This is an optimization exercise on Yosys and OpenROAD, whose aim is small area, not a production implementation.
At most, simulation tests tie the RTL to the original design; equivalence was not proved.
The RTL of run 2 was laid out without a check of its function.

==> flow/design.v (outline; a module is shown in full before it is edited, if it fits) <==
// module mul18x18: 1910 lines
// module mul10x18: 1038 lines
// module sq18: 956 lines
// module sq10: 292 lines
// module rca: 20 lines
// module cmpgt: 17 lines
// module fmul_post: 18 lines
// module fmul: 12 lines
// module fmul10: 14 lines
// module fadd: 73 lines
// module frag_to_world_vector: 166 lines
// module int2fp10: 32 lines
module frag_to_world_vector (
    input i_clk,
    input [10-1:0] i_x,   
    input [10-1:0] i_y,
    input [26:0] look_at_1_1,   
    input [26:0] look_at_1_2,   
    input [26:0] look_at_1_3,
    input [26:0] look_at_2_1,
    input [26:0] look_at_2_2,
    input [26:0] look_at_2_3,
    input [26:0] look_at_3_1,
    input [26:0] look_at_3_2,
    input [26:0] look_at_3_3,
    output [26:0] o_x,   
    output [26:0] o_y,
    output [26:0] o_z
);
  // ...
==> flow/run.sh <==
#!/bin/bash
# synth_recipe.tcl (not shown) runs the flow's synth.tcl, then flattens the netlist and writes it again
# the make line also repeats each setting of config.mk as NAME=value (left out here)
make -C /OpenROAD-flow-scripts/flow DESIGN_CONFIG=/design/flow/config.mk WORK_HOME=/design/flow/orfs CLKGATE_MAP_FILE= SYNTH_SCRIPT=/design/flow/synth_recipe.tcl finish
==> flow/config.mk <==
export PLATFORM = sky130hd
export DESIGN_NAME = frag_to_world_vector
export DESIGN_NICKNAME = frag_to_world_vector
export VERILOG_FILES = /design/flow/design.v
export SDC_FILE = /design/flow/constraint.sdc
export NUM_CORES = 4
export LEC_CHECK = 0
export CAP_MARGIN = 20
export CORE_MARGIN = 2
export CORE_UTILIZATION = 45
export SLEW_MARGIN = 20
==> flow/constraint.sdc <==
create_clock -name core_clock -period 35.0 [get_ports {i_clk}]
set_input_delay 7.0000 -clock core_clock [delete_from_list [all_inputs] [get_ports {i_clk}]]
set_output_delay 7.0000 -clock core_clock [all_outputs]
set_load 0.01 [all_outputs]
==> flow_metrics.tcl, run 1 <==
set metrics [dict create \
    n_all_buffers 704 \
    grt_pass1_wl_mm 855.2 \
    yosysTopAreaCell "fa_1" \
    seq_cell_count 805 \
    crit_slowest_cell "o211ai_1" \
    synth_edf_count 0 \
    numCtsBuffers 88 \
    rsz0062_at_grt "false" \
    clk_pin_slew_ps 70 \
    port_buffers 335 \
    critical_path_required_ps 35610 \
    cap_viol_max_count 0 \
    yosysMostFrequentCell "inv_1" \
    period_needed_ps 29120 \
    reg2regPathDepth 85 \
    clock_skew_ps 73.49 \
    grt_remaining_overflow 0 \
    rr_endpoint "r31[24]$_SDFF_PP0_" \
    die_h_um 616.9 \
    nMultiInputCombCells 13190 \
    fill_cells 36000 \
    syn_avg_cell_area_um2 8.975 \
    critical_path_depth 85 \
    grt_util_met3_pct 5.437 \
    status "complete, no violations" \
    synth_compound_area_share_pct 7.390 \
    h-tree-depth 3 \
    grt_use_total_pct 29.57 \
    dieArea_um2 380500 \
    place_ws_ps 5617 \
    inv_count 3850 \
    crit_fanout 29 \
    wl_met2_mm 255.9 \
    maxSlewHeadroom_pct 17.32 \
    ant_nets 0 \
    setup_viol 0 \
]
==> module frag_to_world_vector, before the edit <==
module frag_to_world_vector (
    input i_clk,
    input [10-1:0] i_x,   
    input [10-1:0] i_y,
    input [26:0] look_at_1_1,   
    input [26:0] look_at_1_2,   
    input [26:0] look_at_1_3,
    input [26:0] look_at_2_1,
    input [26:0] look_at_2_2,
    input [26:0] look_at_2_3,
    input [26:0] look_at_3_1,
    input [26:0] look_at_3_2,
    input [26:0] look_at_3_3,
    output [26:0] o_x,   
    output [26:0] o_y,
    output [26:0] o_z
);
    reg [9:0] px0, py0, px1, py1, px2, py2;
    always @(posedge i_clk) begin
        px0 <= i_x;
        py0 <= i_y;
        px1 <= px0;
        py1 <= py0;
        px2 <= px1;
        py2 <= py1;
    end
    wire [10:0] tx, ty;
    wire        unused_tx, unused_ty;
    rca #(11) u_tx (.a({1'b0, px2}), .b(~11'd320), .ci(1'b1), .s(tx), .co(unused_tx));
    rca #(11) u_ty (.a({1'b0, py2}), .b(~11'd240), .ci(1'b1), .s(ty), .co(unused_ty));
    wire [9:0] mx_n, my_n;
    wire       unused_mx, unused_my;
    rca #(10) u_mx (.a(tx[9:0] ^ {10{tx[10]}}), .b(10'd0), .ci(tx[10]), .s(mx_n), .co(unused_mx));
    rca #(10) u_my (.a(ty[9:0] ^ {10{ty[10]}}), .b(10'd0), .ci(ty[10]), .s(my_n), .co(unused_my));
    reg       sx3, sy3;
    reg [9:0] mx3, my3;
    always @(posedge i_clk) begin
        sx3 <= tx[10];
        sy3 <= ty[10];
        mx3 <= mx_n;
        my3 <= my_n;
    end
    wire [19:0] x2, y2;
    sq10 u_x2 (.a(mx3), .p(x2));
    sq10 u_y2 (.a(my3), .p(y2));
    wire [19:0] x2t = x2[19] ? {x2[19:2], 2'b00} : x2[18] ? {x2[19:1], 1'b0} : x2;
    wire [19:0] y2t = y2[19] ? {y2[19:2], 2'b00} : y2[18] ? {y2[19:1], 1'b0} : y2;
    wire [19:0] s1l;
    wire        s1h;
    rca #(20) u_s1 (.a(x2t), .b(y2t), .ci(1'b0), .s(s1l), .co(s1h));
    wire [20:0] s1 = {s1h, s1l};
    wire [20:0] s1t = s1[20] ? {s1[20:3], 3'b000} :
                      s1[19] ? {s1[20:2], 2'b00} :
                      s1[18] ? {s1[20:1], 1'b0} : s1;
    wire [20:0] dsum;
    wire        unused_ds;
    rca #(21) u_dz (.a(s1t), .b(21'd230400), .ci(1'b0), .s(dsum), .co(unused_ds));
    wire [1:0]  dc = dsum[20] ? 2'd3 : dsum[19] ? 2'd2 : dsum[18] ? 2'd1 : 2'd0;
    wire [16:0] df = dsum[20] ? dsum[19:3] : dsum[19] ? dsum[18:2] :
                     dsum[18] ? dsum[17:1] : dsum[16:0];
    reg [1:0]  dc4, dc5, dc6;
    reg [16:0] df4, df5, df6;
    always @(posedge i_clk) begin
        dc4 <= dc;
        df4 <= df;
        dc5 <= dc4;
        df5 <= df4;
        dc6 <= dc5;
        df6 <= df5;
    end
    wire [26:0] y1_4, y1sq;
    wire        unused_y4;
    rca #(27) u_y1a (.a(27'd49920718), .b(~{2'b00, 6'b100100, dc4, df4}), .ci(1'b1),
                     .s(y1_4), .co(unused_y4));
    wire [35:0] y1m;
    sq18 u_sq (.a({1'b1, y1_4[17:1]}), .p(y1m));
    fmul_post u_sqp (
        .ae(y1_4[25:18]), .be(y1_4[25:18]), .s(1'b0), .m35(y1m[35]),
        .mf(y1m[35] ? y1m[34:17] : y1m[33:16]), .y(y1sq)
    );
    reg [26:0] sq5;
    always @(posedge i_clk) sq5 <= y1sq;
    wire [26:0] hp;
    wire [7:0] he5 = (dc5 == 2'd0) ? 8'd143 : {6'b100100, dc5 - 2'd1};
    fmul u_hp (.a({1'b0, he5, df5, 1'b0}), .b(sq5), .y(hp));
    reg [26:0] hp6;
    always @(posedge i_clk) hp6 <= hp;
    wire [26:0] tb;
    fadd u_tb (.a({~hp6[26], hp6[25:0]}), .b(27'd33423360), .y(tb));
    reg [26:0] tb7;
    always @(posedge i_clk) tb7 <= tb;
    wire [26:0] y1_6, inv;
    wire        unused_y6;
    rca #(27) u_y1b (.a(27'd49920718), .b(~{2'b00, 6'b100100, dc6, df6}), .ci(1'b1),
                     .s(y1_6), .co(unused_y6));
    fmul u_inv (.a(y1_6), .b(tb7), .y(inv));
    reg [26:0] inv_r;
    always @(posedge i_clk) inv_r <= inv;
    wire [7:0] ex, ey;
    wire [8:0] fx, fy;
    int2fp10 u_cx (.m(mx3), .e(ex), .f(fx));
    int2fp10 u_cy (.m(my3), .e(ey), .f(fy));
    wire [26:0] nx, ny, nz, nzn;
    fmul10 u_nx (.as(sx3), .ae(ex), .af(fx), .b(inv_r), .y(nx));
    fmul10 u_ny (.as(sy3), .ae(ey), .af(fy), .b(inv_r), .y(ny));
    wire [21:0] q15;
    wire        unused_q;
    rca #(22) u_q15 (.a({1'b1, inv_r[17:1], 4'b0000}), .b(~{4'b0000, 1'b1, inv_r[17:1]}), .ci(1'b1),
                     .s(q15), .co(unused_q));
    fmul_post u_nz (
        .ae(8'd135), .be(inv_r[25:18]), .s(inv_r[26]), .m35(q15[21]),
        .mf(q15[21] ? q15[20:3] : q15[19:2]), .y(nz)
    );
    assign nzn = {~nz[26], nz[25:0]};
    wire [26:0] p11, p12, p13, p21, p22, p23, p31, p32, p33;
    fmul u_p11 (.a(look_at_1_1), .b(nx), .y(p11));
    fmul u_p12 (.a(look_at_1_2), .b(ny), .y(p12));
    fmul u_p13 (.a(look_at_1_3), .b(nzn), .y(p13));
    fmul u_p21 (.a(look_at_2_1), .b(nx), .y(p21));
    fmul u_p22 (.a(look_at_2_2), .b(ny), .y(p22));
    fmul u_p23 (.a(look_at_2_3), .b(nzn), .y(p23));
    fmul u_p31 (.a(look_at_3_1), .b(nx), .y(p31));
    fmul u_p32 (.a(look_at_3_2), .b(ny), .y(p32));
    fmul u_p33 (.a(look_at_3_3), .b(nzn), .y(p33));
    reg [26:0] r11, r12, r13, r21, r22, r23, r31, r32, r33;
    always @(posedge i_clk) begin
        r11 <= p11;
        r12 <= p12;
        r13 <= p13;
        r21 <= p21;
        r22 <= p22;
        r23 <= p23;
        r31 <= p31;
        r32 <= p32;
        r33 <= p33;
    end
    wire [26:0] s1x, s1y, s1z;
    fadd u_s1x (.a(r11), .b(r12), .y(s1x));
    fadd u_s1y (.a(r21), .b(r22), .y(s1y));
    fadd u_s1z (.a(r31), .b(r32), .y(s1z));
    reg [26:0] xy_x, xy_y, xy_z, z_x, z_y, z_z;
    always @(posedge i_clk) begin
        xy_x <= s1x;
        xy_y <= s1y;
        xy_z <= s1z;
        z_x  <= r13;
        z_y  <= r23;
        z_z  <= r33;
    end
    wire [26:0] s2x, s2y, s2z;
    fadd u_s2x (.a(xy_x), .b(z_x), .y(s2x));
    fadd u_s2y (.a(xy_y), .b(z_y), .y(s2y));
    fadd u_s2z (.a(xy_z), .b(z_z), .y(s2z));
    reg [26:0] o1x, o1y, o1z, o0x, o0y, o0z;
    always @(posedge i_clk) begin
        o1x <= s2x;
        o1y <= s2y;
        o1z <= s2z;
        o0x <= o1x;
        o0y <= o1y;
        o0z <= o1z;
    end
    assign o_x = o0x;
    assign o_y = o0y;
    assign o_z = o0z;
endmodule
==> inputs of run 2 (changes only) <==
==> flow/design.v (replaced) <==
/*verilator lint_off DECLFILENAME*/
/*verilator lint_off WIDTHEXPAND*/
/*verilator lint_off WIDTHTRUNC*/
/*verilator lint_off UNUSEDSIGNAL*/
module Int2Fp (
    input signed [15:0] iInteger,
    output [26:0] oA
);
    wire        A_s;
    wire [ 7:0] A_e;
    wire [17:0] A_f;
    wire [15:0] abs_input;
    assign A_s = (iInteger < 0);
    assign abs_input = (iInteger < 0) ? -iInteger : iInteger;
    wire [7:0] shft_amt;
    assign shft_amt = abs_input[15] ? 8'd3 :
                      abs_input[14] ? 8'd4 : abs_input[13] ? 8'd5 :
                      abs_input[12] ? 8'd6 : abs_input[11] ? 8'd7 :
                      abs_input[10] ? 8'd8 : abs_input[9]  ? 8'd9 :
                      abs_input[8]  ? 8'd10 : abs_input[7]  ? 8'd11 :
                      abs_input[6]  ? 8'd12 : abs_input[5]  ? 8'd13 :
                      abs_input[4]  ? 8'd14 : abs_input[3]  ? 8'd15 :
                      abs_input[2]  ? 8'd16 : abs_input[1]  ? 8'd17 :
                      abs_input[0]  ? 8'd18 : 8'd19;
    assign A_e = 127 + 18 - shft_amt;
    wire [33:0] shift_buffer;
    assign shift_buffer = {16'b0, abs_input} << shft_amt;
    assign A_f = shift_buffer[17:0];
    assign oA = (iInteger == 0) ? 27'b0 : {A_s, A_e, A_f};
endmodule   
module Fp2Int (
    input [26:0] iA,
    output reg [15:0] oInteger
);
    wire        A_s;
    wire [ 7:0] A_e;
    wire [17:0] A_f;
    assign A_s = iA[26];
    assign A_e = iA[25:18];
    assign A_f = iA[17:0];
    wire [15:0] max_int = 16'h7fff;   
    wire [33:0] shift_buffer;
    assign shift_buffer = {15'b0, 1'b1, A_f} << (A_e - 127);
    always @(*) begin
        if (A_e < 127) oInteger = 16'b0;
        else if (A_e > 141) begin
            if (A_s) oInteger = -max_int;
            else oInteger = max_int;
        end else begin
            if (A_s) oInteger = -shift_buffer[33:18];
            else oInteger = shift_buffer[33:18];
        end
    end
endmodule   
module FpShift (
    input  [26:0] iA,
    input  [ 7:0] iShift,
    output [26:0] oShifted
);
    wire        A_s;
    wire [ 7:0] A_e;
    wire [17:0] A_f;
    assign A_s = iA[26];
    assign A_e = iA[25:18];
    assign A_f = iA[17:0];
    assign oShifted = {A_s, A_e + iShift, A_f};
endmodule   
module FpNegate (
    input  [26:0] iA,
    output [26:0] oNegative
);
    wire        A_s;
    wire [ 7:0] A_e;
    wire [17:0] A_f;
    assign A_s = iA[26];
    assign A_e = iA[25:18];
    assign A_f = iA[17:0];
    assign oNegative = {~A_s, A_e, A_f};
endmodule   
module FpAbs (
    input  [26:0] iA,
    output [26:0] oAbs
);
    wire        A_s;
    wire [ 7:0] A_e;
    wire [17:0] A_f;
    assign A_s  = iA[26];
    assign A_e  = iA[25:18];
    assign A_f  = iA[17:0];
    assign oAbs = {1'b0, A_e, A_f};
endmodule   
module FpCompare (
    input [26:0] iA,
    input [26:0] iB,
    output reg oA_larger
);
    wire        A_s;
    wire [ 7:0] A_e;
    wire [17:0] A_f;
    wire        B_s;
    wire [ 7:0] B_e;
    wire [17:0] B_f;
    assign A_s = iA[26];
    assign A_e = iA[25:18];
    assign A_f = iA[17:0];
    assign B_s = iB[26];
    assign B_e = iB[25:18];
    assign B_f = iB[17:0];
    wire A_mag_larger;
    assign A_mag_larger = (A_e > B_e) ? 1'b1 : ((A_e == B_e) && (A_f >= B_f)) ? 1'b1 : 1'b0;
    always @(*) begin
        if (A_s == 0 && B_s == 1) begin   
            oA_larger = 1'b1;
        end else if (A_s == 1 && B_s == 0) begin   
            oA_larger = 1'b0;
        end else if (A_s == 0 && B_s == 0) begin   
            oA_larger = A_mag_larger;
        end else if (A_s == 1 && B_s == 1) begin   
            oA_larger = ~A_mag_larger;
        end else begin
            oA_larger = 0;
        end
    end
endmodule   
module FpInvSqrt (
    input         iCLK,
    input  [26:0] iA,
    output [26:0] oInvSqrt
);
    wire        A_s;
    wire [ 7:0] A_e;
    wire [17:0] A_f;
    assign A_s = iA[26];
    assign A_e = iA[25:18];
    assign A_f = iA[17:0];
    wire [26:0] y_1, y_1_out, half_iA_1;
    assign y_1 = 27'd49920718 - (iA >> 1);
    assign half_iA_1 = {A_s, A_e - 8'd1, A_f};
    FpMul s1_mult (
        .iA(y_1),
        .iB(y_1),
        .oProd(y_1_out)
    );
    reg [26:0] y_2, mult_2_in, half_iA_2;
    wire [26:0] y_2_out;
    FpMul s2_mult (
        .iA(half_iA_2),
        .iB(mult_2_in),
        .oProd(y_2_out)
    );
    reg [26:0] y_3, add_3_in;
    wire [26:0] y_3_out;
    FpAdd s3_add (
        .iCLK(iCLK),
        .iA  ({~add_3_in[26], add_3_in[25:0]}),
        .iB  (27'd33423360),
        .oSum(y_3_out)
    );
    reg [26:0] y_4;
    reg [26:0] y_5, mult_5_in;
    FpMul s5_mult (
        .iA(y_5),
        .iB(mult_5_in),
        .oProd(oInvSqrt)
    );
    always @(posedge iCLK) begin
        y_2 <= y_1;
        mult_2_in <= y_1_out;
        half_iA_2 <= half_iA_1;
        y_3 <= y_2;
        add_3_in <= y_2_out;
        y_4 <= y_3;
        y_5 <= y_4;
        mult_5_in <= y_3_out;
    end
endmodule
module FpMul (
    input  [26:0] iA,     
    input  [26:0] iB,     
    output [26:0] oProd   
);
    wire        A_s;
    wire [ 7:0] A_e;
    wire [17:0] A_f;
    wire        B_s;
    wire [ 7:0] B_e;
    wire [17:0] B_f;
    assign A_s = iA[26];
    assign A_e = iA[25:18];
    assign A_f = {1'b1, iA[17:1]};
    assign B_s = iB[26];
    assign B_e = iB[25:18];
    assign B_f = {1'b1, iB[17:1]};
    wire oProd_s;
    assign oProd_s = A_s ^ B_s;
    wire [35:0] pre_prod_frac;
    assign pre_prod_frac = A_f * B_f;
    wire [8:0] pre_prod_exp;
    assign pre_prod_exp = A_e + B_e;
    wire [ 7:0] oProd_e;
    wire [17:0] oProd_f;
    assign oProd_e = pre_prod_frac[35] ? (pre_prod_exp - 9'd126) : (pre_prod_exp - 9'd127);
    assign oProd_f = pre_prod_frac[35] ? pre_prod_frac[34:17] : pre_prod_frac[33:16];
    wire underflow;
    assign underflow = pre_prod_exp < 9'h80;
    assign oProd = underflow        ? 27'b0 :
                   (B_e == 8'd0)    ? 27'b0 :
                   (A_e == 8'd0)    ? 27'b0 :
                   {oProd_s, oProd_e, oProd_f};
endmodule
module FpAdd (
    input             iCLK,
    input      [26:0] iA,
    input      [26:0] iB,
    output reg [26:0] oSum
);
    wire        A_s;
    wire [ 7:0] A_e;
    wire [17:0] A_f;
    wire        B_s;
    wire [ 7:0] B_e;
    wire [17:0] B_f;
    assign A_s = iA[26];
    assign A_e = iA[25:18];
    assign A_f = {1'b1, iA[17:1]};
    assign B_s = iB[26];
    assign B_e = iB[25:18];
    assign B_f = {1'b1, iB[17:1]};
    wire A_larger;
    wire [7:0] exp_diff_A;
    wire [7:0] exp_diff_B;
    wire [7:0] larger_exp;
    wire [36:0] A_f_shifted;
    wire [36:0] B_f_shifted;
    assign exp_diff_A = B_e - A_e;   
    assign exp_diff_B = A_e - B_e;   
    assign larger_exp = (B_e > A_e) ? B_e : A_e;
    assign A_f_shifted = A_larger             ? {1'b0,  A_f, 18'b0} :
                         (exp_diff_A > 9'd35) ? 37'b0 :
                         ({1'b0, A_f, 18'b0} >> exp_diff_A);
    assign B_f_shifted = ~A_larger            ? {1'b0,  B_f, 18'b0} :
                         (exp_diff_B > 9'd35) ? 37'b0 :
                         ({1'b0, B_f, 18'b0} >> exp_diff_B);
    assign A_larger = (A_e > B_e) ? 1'b1 : ((A_e == B_e) && (A_f > B_f)) ? 1'b1 : 1'b0;
    wire [36:0] pre_sum;
    assign pre_sum = ((A_s^B_s) &  A_larger) ? A_f_shifted - B_f_shifted :
                     ((A_s^B_s) & ~A_larger) ? B_f_shifted - A_f_shifted :
                     A_f_shifted + B_f_shifted;
    reg [36:0] buf_pre_sum;
    reg [ 7:0] buf_larger_exp;
    reg        buf_A_e_zero;
    reg        buf_B_e_zero;
    reg [26:0] buf_A;
    reg [26:0] buf_B;
    reg        buf_oSum_s;
    always @(posedge iCLK) begin
        buf_pre_sum    <= pre_sum;
        buf_larger_exp <= larger_exp;
        buf_A_e_zero   <= (A_e == 8'b0);
        buf_B_e_zero   <= (B_e == 8'b0);
        buf_A          <= iA;
        buf_B          <= iB;
        buf_oSum_s     <= A_larger ? A_s : B_s;
    end
    wire [36:0] pre_frac;
    assign pre_frac = buf_pre_sum;
    wire [17:0] oSum_f;
    wire [ 7:0] shft_amt;
    assign shft_amt = pre_frac[36] ? 8'd0  : pre_frac[35] ? 8'd1  :
                      pre_frac[34] ? 8'd2  : pre_frac[33] ? 8'd3  :
                      pre_frac[32] ? 8'd4  : pre_frac[31] ? 8'd5  :
                      pre_frac[30] ? 8'd6  : pre_frac[29] ? 8'd7  :
                      pre_frac[28] ? 8'd8  : pre_frac[27] ? 8'd9  :
                      pre_frac[26] ? 8'd10 : pre_frac[25] ? 8'd11 :
                      pre_frac[24] ? 8'd12 : pre_frac[23] ? 8'd13 :
                      pre_frac[22] ? 8'd14 : pre_frac[21] ? 8'd15 :
                      pre_frac[20] ? 8'd16 : pre_frac[19] ? 8'd17 :
                      pre_frac[18] ? 8'd18 : pre_frac[17] ? 8'd19 :
                      pre_frac[16] ? 8'd20 : pre_frac[15] ? 8'd21 :
                      pre_frac[14] ? 8'd22 : pre_frac[13] ? 8'd23 :
                      pre_frac[12] ? 8'd24 : pre_frac[11] ? 8'd25 :
                      pre_frac[10] ? 8'd26 : pre_frac[9]  ? 8'd27 :
                      pre_frac[8]  ? 8'd28 : pre_frac[7]  ? 8'd29 :
                      pre_frac[6]  ? 8'd30 : pre_frac[5]  ? 8'd31 :
                      pre_frac[4]  ? 8'd32 : pre_frac[3]  ? 8'd33 :
                      pre_frac[2]  ? 8'd34 : pre_frac[1]  ? 8'd35 :
                      pre_frac[0]  ? 8'd36 : 8'd37;
    wire [53:0] pre_frac_shft, uflow_shift;
    assign pre_frac_shft = {pre_frac, 17'b0} << (shft_amt + 1);   
    assign uflow_shift = {pre_frac, 17'b0} << (shft_amt);   
    assign oSum_f = pre_frac_shft[53:36];
    wire [7:0] oSum_e;
    assign oSum_e = buf_larger_exp - shft_amt + 8'd1;
    wire underflow;
    assign underflow = ~uflow_shift[53];
    always @(posedge iCLK) begin
        oSum <= (buf_A_e_zero && buf_B_e_zero)    ? 27'b0 :
                  buf_A_e_zero                     ? buf_B :
                  buf_B_e_zero                     ? buf_A :
                  underflow                        ? 27'b0 :
                  (pre_frac == 0)                  ? 27'b0 :
                  {buf_oSum_s, oSum_e, oSum_f};
    end   
endmodule
/*verilator lint_on DECLFILENAME*/
/*verilator lint_on WIDTHEXPAND*/
/*verilator lint_on WIDTHTRUNC*/
/*verilator lint_on UNUSEDSIGNAL*/
/*verilator lint_off DECLFILENAME*/
/*verilator lint_off UNUSEDSIGNAL*/
module FP_sqrt #(
    parameter PIPELINE_STAGES = 4
) (
    input i_clk,
    input [26:0] i_a,
    output [26:0] o_sqrt
);
    wire [26:0] inv_sqrt;
    reg  [26:0] i_a_pipe [PIPELINE_STAGES:0];
    FpInvSqrt inv_sq (
        .iCLK(i_clk),
        .iA(i_a),
        .oInvSqrt(inv_sqrt)
    );
    FpMul recip (
        .iA(inv_sqrt),
        .iB(i_a_pipe[PIPELINE_STAGES]),
        .oProd(o_sqrt)
    );
    genvar i;
    generate
        for (i = 0; i < PIPELINE_STAGES; i = i + 1) begin : g_ray_pipeline
            always @(posedge i_clk) begin
                i_a_pipe[i+1] <= (i == 0) ? i_a : i_a_pipe[i];
            end
        end
    endgenerate
endmodule
module VEC_add (
    input i_clk,
    input [26:0] i_a_x,
    input [26:0] i_a_y,
    input [26:0] i_a_z,
    input [26:0] i_b_x,
    input [26:0] i_b_y,
    input [26:0] i_b_z,
    output [26:0] o_add_x,
    output [26:0] o_add_y,
    output [26:0] o_add_z
);
    FpAdd x_add (
        .iCLK(i_clk),
        .iA  (i_a_x),
        .iB  (i_b_x),
        .oSum(o_add_x)
    );
    FpAdd y_add (
        .iCLK(i_clk),
        .iA  (i_a_y),
        .iB  (i_b_y),
        .oSum(o_add_y)
    );
    FpAdd z_add (
        .iCLK(i_clk),
        .iA  (i_a_z),
        .iB  (i_b_z),
        .oSum(o_add_z)
    );
endmodule
module VEC_el_mul (
    input i_clk,
    input [26:0] i_a_x,
    input [26:0] i_a_y,
    input [26:0] i_a_z,
    input [26:0] i_b_x,
    input [26:0] i_b_y,
    input [26:0] i_b_z,
    output [26:0] o_el_mul_x,
    output [26:0] o_el_mul_y,
    output [26:0] o_el_mul_z
);
    FpMul x_mul (
        .iA(i_a_x),
        .iB(i_b_x),
        .oProd(o_el_mul_x)
    );
    FpMul y_mul (
        .iA(i_a_y),
        .iB(i_b_y),
        .oProd(o_el_mul_y)
    );
    FpMul z_mul (
        .iA(i_a_z),
        .iB(i_b_z),
        .oProd(o_el_mul_z)
    );
endmodule
module VEC_dot (
    input i_clk,
    input [26:0] i_a_x,
    input [26:0] i_a_y,
    input [26:0] i_a_z,
    input [26:0] i_b_x,
    input [26:0] i_b_y,
    input [26:0] i_b_z,
    output [26:0] o_dot
);
    wire [26:0] x_prod, y_prod, xy_sum;
    wire [26:0] z_prod_0;
    reg [26:0] z_prod_pipe[2:1];
    FpMul x_prod_mul (
        .iA(i_a_x),
        .iB(i_b_x),
        .oProd(x_prod)
    );
    FpMul y_prod_mul (
        .iA(i_a_y),
        .iB(i_b_y),
        .oProd(y_prod)
    );
    FpMul z_prod_mul (
        .iA(i_a_z),
        .iB(i_b_z),
        .oProd(z_prod_0)
    );
    FpAdd xy_sum_add (
        .iCLK(i_clk),
        .iA  (x_prod),
        .iB  (y_prod),
        .oSum(xy_sum)
    );
    FpAdd xyz_sum (
        .iCLK(i_clk),
        .iA  (xy_sum),
        .iB  (z_prod_pipe[2]),
        .oSum(o_dot)
    );
    always @(posedge i_clk) begin
        z_prod_pipe[2] <= z_prod_pipe[1];
        z_prod_pipe[1] <= z_prod_0;
    end
endmodule
module VEC_norm (
    input i_clk,
    input [26:0] i_x,
    input [26:0] i_y,
    input [26:0] i_z,
    output [26:0] o_mag
);
    wire [26:0] x_squared, y_squared, z_squared, dot;
    VEC_dot sqr_dot (
        .i_clk(i_clk),
        .i_a_x(i_x),
        .i_a_y(i_y),
        .i_a_z(i_z),
        .i_b_x(i_x),
        .i_b_y(i_y),
        .i_b_z(i_z),
        .o_dot(dot)
    );
    FP_sqrt sqrt (
        .i_clk(i_clk),
        .i_a(dot),
        .o_sqrt(o_mag)
    );
endmodule
module VEC_normalize #(
    parameter PIPELINE_STAGES = 3
) (
    input i_clk,
    input [26:0] i_x,
    input [26:0] i_y,
    input [26:0] i_z,
    output [26:0] o_norm_x,
    output [26:0] o_norm_y,
    output [26:0] o_norm_z
);
    wire [26:0] dot, inv_sqrt;
    reg [26:0]
        point_x_pipe[PIPELINE_STAGES:0],
        point_y_pipe[PIPELINE_STAGES:0],
        point_z_pipe[PIPELINE_STAGES:0];
    VEC_dot sqr_dot (
        .i_clk(i_clk),
        .i_a_x(i_x),
        .i_a_y(i_y),
        .i_a_z(i_z),
        .i_b_x(i_x),
        .i_b_y(i_y),
        .i_b_z(i_z),
        .o_dot(dot)
    );
    FpInvSqrt inv_sq (
        .iCLK(i_clk),
        .iA(dot),
        .oInvSqrt(inv_sqrt)
    );
    FpMul x_scale_mul (
        .iA(point_x_pipe[PIPELINE_STAGES]),
        .iB(inv_sqrt),
        .oProd(o_norm_x)
    );
    FpMul y_scale_mul (
        .iA(point_y_pipe[PIPELINE_STAGES]),
        .iB(inv_sqrt),
        .oProd(o_norm_y)
    );
    FpMul z_scale_mul (
        .iA(point_z_pipe[PIPELINE_STAGES]),
        .iB(inv_sqrt),
        .oProd(o_norm_z)
    );
    always @(posedge i_clk) begin
        /*verilator lint_off BLKSEQ*/
        point_x_pipe[0] <= i_x;
        point_y_pipe[0] <= i_y;
        point_z_pipe[0] <= i_z;
    end
    genvar i;
    generate
        for (i = 0; i < PIPELINE_STAGES; i = i + 1) begin : g_ray_pipeline
            always @(posedge i_clk) begin
                point_x_pipe[i+1] <= point_x_pipe[i];
                point_y_pipe[i+1] <= point_y_pipe[i];
                point_z_pipe[i+1] <= point_z_pipe[i];
            end
        end
    endgenerate
endmodule
module VEC_3x3_mult (
    input i_clk,
    input [26:0] i_m_1_1,
    input [26:0] i_m_1_2,
    input [26:0] i_m_1_3,
    input [26:0] i_m_2_1,
    input [26:0] i_m_2_2,
    input [26:0] i_m_2_3,
    input [26:0] i_m_3_1,
    input [26:0] i_m_3_2,
    input [26:0] i_m_3_3,
    input [26:0] i_x,
    input [26:0] i_y,
    input [26:0] i_z,
    output [26:0] o_x,
    output [26:0] o_y,
    output [26:0] o_z
);
    VEC_dot x (
        .i_clk(i_clk),
        .i_a_x(i_m_1_1),
        .i_a_y(i_m_1_2),
        .i_a_z(i_m_1_3),
        .i_b_x(i_x),
        .i_b_y(i_y),
        .i_b_z(i_z),
        .o_dot(o_x)
    );
    VEC_dot y (
        .i_clk(i_clk),
        .i_a_x(i_m_2_1),
        .i_a_y(i_m_2_2),
        .i_a_z(i_m_2_3),
        .i_b_x(i_x),
        .i_b_y(i_y),
        .i_b_z(i_z),
        .o_dot(o_y)
    );
    VEC_dot z (
        .i_clk(i_clk),
        .i_a_x(i_m_3_1),
        .i_a_y(i_m_3_2),
        .i_a_z(i_m_3_3),
        .i_b_x(i_x),
        .i_b_y(i_y),
        .i_b_z(i_z),
        .o_dot(o_z)
    );
endmodule
/*verilator lint_on UNUSEDSIGNAL*/
/*verilator lint_on DECLFILENAME*/
/*verilator lint_off DECLFILENAME*/
/*verilator lint_off UNUSEDSIGNAL*/
module frag_to_world_vector (
    input i_clk,
    input [10-1:0] i_x,   
    input [10-1:0] i_y,
    input [26:0] look_at_1_1,   
    input [26:0] look_at_1_2,   
    input [26:0] look_at_1_3,
    input [26:0] look_at_2_1,
    input [26:0] look_at_2_2,
    input [26:0] look_at_2_3,
    input [26:0] look_at_3_1,
    input [26:0] look_at_3_2,
    input [26:0] look_at_3_3,
    output [26:0] o_x,   
    output [26:0] o_y,
    output [26:0] o_z
);
    wire signed [10:0] x_signed, y_signed, x_adj, y_adj;
    assign x_signed = {1'b0, i_x};
    assign y_signed = {1'b0, i_y};
    assign x_adj = x_signed - (640 >> 1);
    assign y_adj = y_signed - (480 >> 1);
    wire [26:0] x_fp, y_fp, z_fp, res_x_fp, res_y_fp;
    Int2Fp px_fp (
        .iInteger({{5{x_adj[10]}}, x_adj[10:0]}),
        .oA(x_fp)
    );
    Int2Fp py_fp (
        .iInteger({{5{y_adj[10]}}, y_adj[10:0]}),
        .oA(y_fp)
    );
    Int2Fp calc_res_x_fp (
        .iInteger(640),
        .oA(res_x_fp)
    );
    Int2Fp calc_res_y_fp (
        .iInteger(480),
        .oA(res_y_fp)
    );
    FpMul z_calc (
        .iA(res_y_fp),
        .iB(27'h1fc0000),
        .oProd(z_fp)
    );
    wire [26:0] x_norm_fp, y_norm_fp, z_norm_fp;
    VEC_normalize hi (
        .i_clk(i_clk),
        .i_x(x_fp),
        .i_y(y_fp),
        .i_z(z_fp),
        .o_norm_x(x_norm_fp),
        .o_norm_y(y_norm_fp),
        .o_norm_z(z_norm_fp)
    );
    wire [26:0] z_neg_fp;
    FpNegate negate_z (
        .iA(z_norm_fp),
        .oNegative(z_neg_fp)
    );
    VEC_3x3_mult oh_god (
        .i_clk(i_clk),
        .i_m_1_1(look_at_1_1),
        .i_m_1_2(look_at_1_2),
        .i_m_1_3(look_at_1_3),
        .i_m_2_1(look_at_2_1),
        .i_m_2_2(look_at_2_2),
        .i_m_2_3(look_at_2_3),
        .i_m_3_1(look_at_3_1),
        .i_m_3_2(look_at_3_2),
        .i_m_3_3(look_at_3_3),
        .i_x(x_norm_fp),
        .i_y(y_norm_fp),
        .i_z(z_neg_fp),
        .o_x(o_x),
        .o_y(o_y),
        .o_z(o_z)
    );
endmodule
/*verilator lint_on UNUSEDSIGNAL*/
/*verilator lint_on DECLFILENAME*/
==> run 2 against run 1 <==
  * Via count increased by 96%
  * Non-clock buffer count increased by 525
  * Die area increased by 76%
  * Sequential share of layout area increased by 1.1 points
  * First-iteration DRC count increased by 94%
  * Cell count increased by 92%
  * Flip-flop and latch count increased by 806
  * Global-route usage increased by 0.64 points
  * Maximum frequency decreased by 12%
  * Hold slack got worse by 26 ps
  * Register-to-register slack got worse by 4100 ps
  * Area after synthesis increased by 76%
  * Largest cell class unchanged
==> flow_metrics.tcl, run 2 <==
set metrics [dict create \
    period_needed_ps 33200 \
    first_iter_violations 21790 \
    final-seq-area_um2 32270 \
    maxSlewHeadroom_pct 4.674 \
    post-dp-hpwl_mm 842.4 \
    antenna_found_initial 66 \
    syn_avg_cell_area_um2 8.198 \
    synthArstFlopShare_pct 0 \
    fill_cells 64660 \
    avgViaCountPerCell 5.642 \
    synth_area_leaders "fa_1, ha_1, dfxtp_1" \
    syn_to_final_growth_pct 8.239 \
    fin_area_um2 322800 \
    h-tree-depth 4 \
    whs_path_depth 0 \
    final_common_cell "inv_1" \
    drc_errors 0 \
    placed_cell_area_um2 315900 \
    setup.worst_path.start_class "register" \
    fin_cells 45690 \
    clock_skew_ps 77.10 \
    biggestRegsByFlops "hi.point_x_pipe (104), hi.point_y_pipe (104)" \
    ant_nets 0 \
    critical-path-max-stage-delay_ps 590 \
    synth_compound_area_share_pct 13.48 \
    end_kind "register" \
    wl_per_cell_um 22.56 \
    std_cell_rows 299 \
    grt_pass1_vias 257600 \
    gp_congestion 0.9900 \
    grt_use_total_pct 30.21 \
    synth_edf_count 0 \
    syn_inst 36380 \
    core_um2 661800 \
    worstHoldEndpoint "hi.inv_sq.y_4[23]$_DFF_P_" \
    fin_crit_sh_pct 94.84 \
    m1WireLength_mm 442.1 \
    crit_slowest_cell "a211oi_4" \
    numCtsBuffers 170 \
    cts_hold_buf 0 \
    synthAdderAreaFrac_pct 38.64 \
    final-hold-violation-count 0 \
    wl_mm 1031 \
    place_inst 45150 \
    hp-start "hi.inv_sq.y_3[23]$_DFF_P_" \
    cts_root_buffer "clkbuf_16" \
    synthFlopType "dfxtp_1" \
    clk_pin_slew_ps 70 \
    critPathKind "register to register" \
    mostFrequentLayoutCells "inv_1, nand2_1, fa_1" \
    dieWidth_um 818.1 \
    ioPinCount 345 \
    clk_latency_ps 950 \
    fmax_ghz 0.03012 \
    yosysTopAreaCell "fa_1" \
    setup_viol 0 \
    arrival_ps 34010 \
    synth_area_um2 298200 \
    multi_input_area_um2 239600 \
    grt_remaining_overflow 0 \
    timing.final.ws_setup_ps 1804 \
    fin_nets 43660 \
    ys_seq_area_share_pct 10.81 \
    wl_met2_mm 461.9 \
    numClockSinks 1611 \
    critical_path_required_ps 35820 \
    clock_path_buffers 4 \
    grt_max_degree 77 \
    port_buffers 335 \
    cap_viol_max_count 0 \
    r2r_slack_ps 1800 \
    vias 257700 \
    cts_tree "built" \
    place_ws_ps 1292 \
    synthSimpleGateAreaFrac_pct 17.36 \
    synth_top_family_by_area "adder cells" \
    synth.distinct_cells 140 \
    drv_slew 0 \
    reg2reg_from "hi.inv_sq.mult_5_in[7]$_DFF_P_" \
    dieArea_um2 669300 \
    ys.warnings.count 14 \
    muxShareOfSynthArea_pct 5.447 \
    die_h_um 818.1 \
    reg2regPathDepth 139 \
    synth-seq-cells 1611 \
    yosysMostFrequentCell "inv_1" \
    critPathLaunch "hi.inv_sq.mult_5_in[7]$_DFF_P_" \
    grt_pass1_wl_mm 1573 \
    dr.max_layer_used "met5" \
    rr_endpoint "oh_god.x.xy_sum_add.buf_pre_sum[36]$_DFF_P_" \
    tightestPinTransition_ps 1420 \
    wl_met3_mm 73.94 \
    start_util_pct 45.06 \
    synth_common_cells "inv_1, nand2_1, fa_1, ha_1, nor2_1" \
    crit_fanout 22 \
    netlist.area_leader.share_pct 27.08 \
    hold_path_class "register to register" \
    status "complete, no violations" \
    first_pass_iters 8 \
    drive_gt1_share_pct 5.664 \
    synthXorXnorAreaFrac_pct 4.452 \
]
-- run 2: how the worst max path moves through the flow --
stage	cells after the start	endpoint	slack, ps
global placement	139	oh_god.z.xy_sum_add.buf_pre_sum[36]$_DFF_P_	1470
finish	139	oh_god.x.xy_sum_add.buf_pre_sum[36]$_DFF_P_	1800
global route	143	oh_god.z.xy_sum_add.buf_pre_sum[36]$_DFF_P_	-30
detailed placement	139	oh_god.z.xy_sum_add.buf_pre_sum[36]$_DFF_P_	1290
floorplan	145	oh_god.y.xy_sum_add.buf_pre_sum[36]$_DFF_P_	4530
CTS	138	oh_god.z.xy_sum_add.buf_pre_sum[36]$_DFF_P_	1160
-- run 2: through the flow --
step	setup TNS (ps)	hold WS [ps]	util [%]
after floorplan	0	309.6	-
after global placement	0	309.8	47.74
after detailed placement	0	312.1	47.74
after CTS	0	284.1	48.66
after global routing	-31.16	301.3	48.77
final	0	288.8	48.78
-- run 2: kinds of logic after synthesis --
kind of cell               Yosys count
and+or+nand+nor                  11210
buffers and inverters             7749
adders and majority gates         6790
AOI/OAI and AO/OA                 6214
DFF                               1611
xor gates and xnor gates          1501
muxes                             1301
other                                2
-- run 2: per-layer routing --
metal	vias to the layer above	GRT usage [%]
li1	118900	-
met1	127700	41.14
met2	9351	48.24
met3	1715	4.314
met4	20	12.59
met5	-	0
-- run 2: repair_timing --
action	in CTS	in global routing
setup buffers	0	9
setup endpoints to repair	0	22
gates resized for setup	0	32
-- run 2: critical path, delay by kind of cell, from the launching register on --
kind,cells,cell delay [ps]
xor gates and xnor gates,4,580
AOI/OAI and AO/OA,47,10670
and+or+nand+nor,45,8290
DFF,1,410
buffers and inverters,20,2470
adders and majority gates,23,10560
-- run 2: cell type report --
| class | count | share of cell area [%] |
|---|---|---|
| multi-input cells | 27400 | 74.22 |
| well taps | 8729 | 3.383 |
| repair buffers | 1229 | 3.141 |
| diodes | 218 | 0.1690 |
| inverters | 6197 | 7.210 |
| clock inverters | 100 | 0.4554 |
| flip-flops and latches | 1611 | 9.996 |
| clock buffers | 208 | 1.424 |

==> what the ideal ports hide <==
In the flow no input, the clock included, has a driving cell. The finished layouts below were timed again as built, in two steps.
Step 1 (the two cells are an assumption about what drives the block):
set clk [get_ports {i_clk}]
set_driving_cell -lib_cell sky130_fd_sc_hd__clkbuf_16 $clk
set_driving_cell -lib_cell sky130_fd_sc_hd__buf_2 [delete_from_list [all_inputs] $clk]
Step 2 adds t to the input delays and takes it off the output delays; t is the mean of the earliest and latest rising clock arrival at the registers after step 1. Input paths then give back, and output paths get back, about the clock's delay inside the block.
Three values: ideal, step 1, step 2; two values: the first two.
| run | shift t [ns] | slack for setup (ns) | worst data-port slew with drivers (ns) | cell pins on the clock port's net |
|---|---|---|---|---|
| run 1 | 0.819 | 5.881 / 5.881 / 5.881 | 0.27 | 1 |
| run 2 | 1.036 | 1.804 / 1.804 / 1.804 | 0.25 | 1 |
After both steps every run listed still meets setup and hold.
